Background: an optimization exercise with open tools, aiming at small area, a short achievable clock period and few clock cycles. Do not read the settings as production practice.
In this exercise RTL edits were held to simulation tests only and were not proved equivalent to the original.

run 1:
## rsa_core
module rsa_core #(
    parameter WIDTH = 32
)(
    input  wire                 clk,
    input  wire                 rst,
    input  wire                 start,
    input  wire [WIDTH-1:0]     m_in,
    input  wire [WIDTH-1:0]     e_in,
    input  wire [WIDTH-1:0]     n_in,
    output reg  [WIDTH-1:0]     out,
    output reg                  busy,
    output reg                  done
);
clock: 375.0 ns
lec_check: 0
cap_margin: 30
core_margin: 2
core_utilization: 65
cts_buf_list: sky130_fd_sc_hd__clkbuf_4 sky130_fd_sc_hd__clkbuf_8
setup_slack_margin: 5
slew_margin: 30
synth_hierarchical: 1
standard.sh (not shown) runs the stock make flow with config.mk's settings and CLKGATE_MAP_FILE= SYNTH_SCRIPT=/design/flow/synth_recipe.tcl, a recipe that flattens the netlist after the stock synthesis.
==> flow/flow/run.sh <==
#!/bin/bash
set -euo pipefail
export BUFFER_PORTS_ARGS="-buffer_cell sky130_fd_sc_hd__buf_2"
bash standard.sh synth > synth.log 2>&1
bash standard.sh finish > layout.log 2>&1
The final layout from run 1, which completed every stage, passed the timing, DRC and antenna checks at the end of the flow.
Testbench counts of run 1, summed over its fixed seeds: cycles 12,664.
diff inputs: run 1 => run 2
==> flow/run.sh (new file) <==
#!/bin/bash
# synth_recipe.tcl (not shown) runs the flow's synth.tcl, then flattens the netlist and writes it again
# the make line also repeats each setting of config.mk as NAME=value (left out here)
make -C /OpenROAD-flow-scripts/flow DESIGN_CONFIG=/design/flow/config.mk WORK_HOME=/design/flow/orfs CLKGATE_MAP_FILE= SYNTH_SCRIPT=/design/flow/synth_recipe.tcl finish
removed: flow/flow/run.sh
removed: flow/standard.sh
### Flow results
In run 2, the global-route usage came out 0.18 points above the value in run 1. Taking run 1 as the reference point, the worst hold slack after final layout of run 2 falls by 0.0072 ns. The cell count of run 2 and that of run 1 are within noise of each other. Looking at end point of the critical path, the r[21] result is from run 1; the r[17] one comes from run 2. Looking at pre-CTS setup slack, run 2 sits 0.50 ns below run 1. Slack of the worst reg-to-reg path in run 2 is 0.67 ns lower than in run 1. Lower worst path setup slack after routing goes to run 2 over run 1. Run 2 ended with more arrival time at the worst endpoint than run 1.

* * *

Setup of try-raven:
rsa_core, a different RTL version from the one above (not shown whole).
Size in the first run: roughly 3,400 cells after synthesis, roughly 130 I/O pins.
Settings: LEC_CHECK=0, CAP_MARGIN=30, CORE_MARGIN=2, CORE_UTILIZATION=40, CTS_BUF_LIST=sky130_fd_sc_hd__clkbuf_4 sky130_fd_sc_hd__clkbuf_8, SETUP_SLACK_MARGIN=5, SLEW_MARGIN=30, SYNTH_HIERARCHICAL=1; clock period 375.0 ns.
==> flow/flow/run.sh <==
#!/bin/bash
set -euo pipefail
export BUFFER_PORTS_ARGS="-buffer_cell sky130_fd_sc_hd__buf_1"
bash standard.sh synth > synth.log 2>&1
bash standard.sh finish > layout.log 2>&1
Testbench counts of try-raven, summed over its fixed seeds: cycles 12,664.
The inputs of try-juniper differ from those of try-raven as listed below.
--- a/flow/flow/run.sh
+++ b/flow/flow/run.sh
@@ -3 +3 @@
-export BUFFER_PORTS_ARGS="-buffer_cell sky130_fd_sc_hd__buf_1"
+export BUFFER_PORTS_ARGS="-buffer_cell sky130_fd_sc_hd__buf_2"
[summary]
try-juniper -> try-raven: post-synth design cell area delta 0, exact match
When try-juniper is set beside try-raven, its met1 usage turns out to be 1.1 points larger.
try-juniper reports a higher final worst-path setup slack than try-raven does.
Delta (try-juniper minus try-raven): share of the core filled with cells in the final layout did not really move; register-to-register slack went up by 0.10 ns; clock buffer count now sits lower.
Status: via count parity (try-raven, try-juniper)
Cmp try-juniper and try-raven / violation count after the first detailed-route iteration / higher: try-juniper
#### Input delta (try-fjord over try-juniper)
# try-juniper
export LEC_CHECK = 0
export CAP_MARGIN = 30
export CORE_MARGIN = 2
export CORE_UTILIZATION = 40
export CTS_BUF_LIST = sky130_fd_sc_hd__clkbuf_4 sky130_fd_sc_hd__clkbuf_8
export SETUP_SLACK_MARGIN = 5
export SLEW_MARGIN = 30
export SYNTH_HIERARCHICAL = 1
create_clock -name core_clock -period 375.0 [get_ports {clk}]
# try-fjord
export LEC_CHECK = 0
export CAP_MARGIN = 30
export CORE_MARGIN = 2
export CORE_UTILIZATION = 75
export CTS_BUF_LIST = sky130_fd_sc_hd__clkbuf_4 sky130_fd_sc_hd__clkbuf_8
export SETUP_SLACK_MARGIN = 5
export SLEW_MARGIN = 30
export SYNTH_HIERARCHICAL = 1
create_clock -name core_clock -period 375.0 [get_ports {clk}]
--- a/flow/flow/run.sh
+++ b/flow/flow/run.sh
@@ -3 +3 @@
-export BUFFER_PORTS_ARGS="-buffer_cell sky130_fd_sc_hd__buf_2"
+export BUFFER_PORTS_ARGS="-buffer_cell sky130_fd_sc_hd__buf_1"
--- outcome ---
- The final reports for try-fjord and try-juniper show routed via count divided by cell count higher in the former.
- try-fjord: done, clean on timing, DRC and antenna
- [compare] base=try-juniper new=try-fjord: relative slew slack grew by 2.0 points; number of buffers outside the clock class in the layout shrank by 48; critical path depth grew by 4; maximum clock skew at final layout shrank by 0.011 ns.
- Compared with try-juniper, try-fjord shows register-to-register slack lower by 3.28 ns.
- On number of clock buffers in the layout: between try-fjord and try-juniper, it ends up higher for try-fjord.
- The core of try-fjord is more densely filled than that of try-juniper.
- From try-juniper to try-fjord the numbers moved as follows: total detailed-routing wirelength went up by 3.4%.
> inputs changed (try-fjord -> try-yarrow)
# try-fjord
export LEC_CHECK = 0
export CAP_MARGIN = 30
export CORE_MARGIN = 2
export CORE_UTILIZATION = 75
export CTS_BUF_LIST = sky130_fd_sc_hd__clkbuf_4 sky130_fd_sc_hd__clkbuf_8
export SETUP_SLACK_MARGIN = 5
export SLEW_MARGIN = 30
export SYNTH_HIERARCHICAL = 1
create_clock -name core_clock -period 375.0 [get_ports {clk}]
# try-yarrow
export LEC_CHECK = 0
export CAP_MARGIN = 30
export CORE_MARGIN = 2
export CORE_UTILIZATION = 65
export CTS_BUF_LIST = sky130_fd_sc_hd__clkbuf_4 sky130_fd_sc_hd__clkbuf_8
export SETUP_SLACK_MARGIN = 5
export SLEW_MARGIN = 30
export SYNTH_HIERARCHICAL = 1
create_clock -name core_clock -period 375.0 [get_ports {clk}]
Findings:
- Fmax essentially unchanged between try-yarrow and try-fjord.
- Between try-yarrow and try-fjord, it is try-yarrow whose starting utilization of the core area is lower, by 11 points.
- Pin count of the biggest net entering global routing: try-yarrow vs try-fjord, no meaningful difference

==> afterwards: timing with drivers on the ports <==
The results above use ideal ports. As a check the final layouts listed here were re-extracted and re-timed, cells and wires unchanged.
Step 1, drivers: a clkbuf_16 drives clk and a buf_2 each remaining input, both assumed.
Step 2 also shifts input and output timing later by t, the mid clock arrival at the registers, as if the neighbouring blocks saw the same clock.
Three values: no drivers, after step 1, after step 2; two values: the first two.
run | shift t [ns] | setup slack, ns | hold slack, ns
run 1 | 0.500 | 298.884 / 298.897 / 298.402 | 0.512 / 0.512 / 0.512
run 2 | 0.519 | 298.441 / 298.461 / 297.942 | 0.505 / 0.505 / 0.505
try-raven | 0.488 | 298.842 / 298.843 / 298.354 | 0.515 / 0.515 / 0.515
try-juniper | 0.496 | 298.926 / 298.885 / 298.485 | 0.497 / 0.497 / 0.497
try-fjord | 0.507 | 298.727 / 298.750 / 298.243 | 0.499 / 0.499 / 0.499
try-yarrow | 0.490 | 298.834 / 298.824 / 298.334 | 0.513 / 0.513 / 0.513
After both steps every run listed still meets setup and hold. For try-yarrow, which loses most, drivers alone change the setup slack by -0.010 ns; drivers and shift together by -0.500 ns.
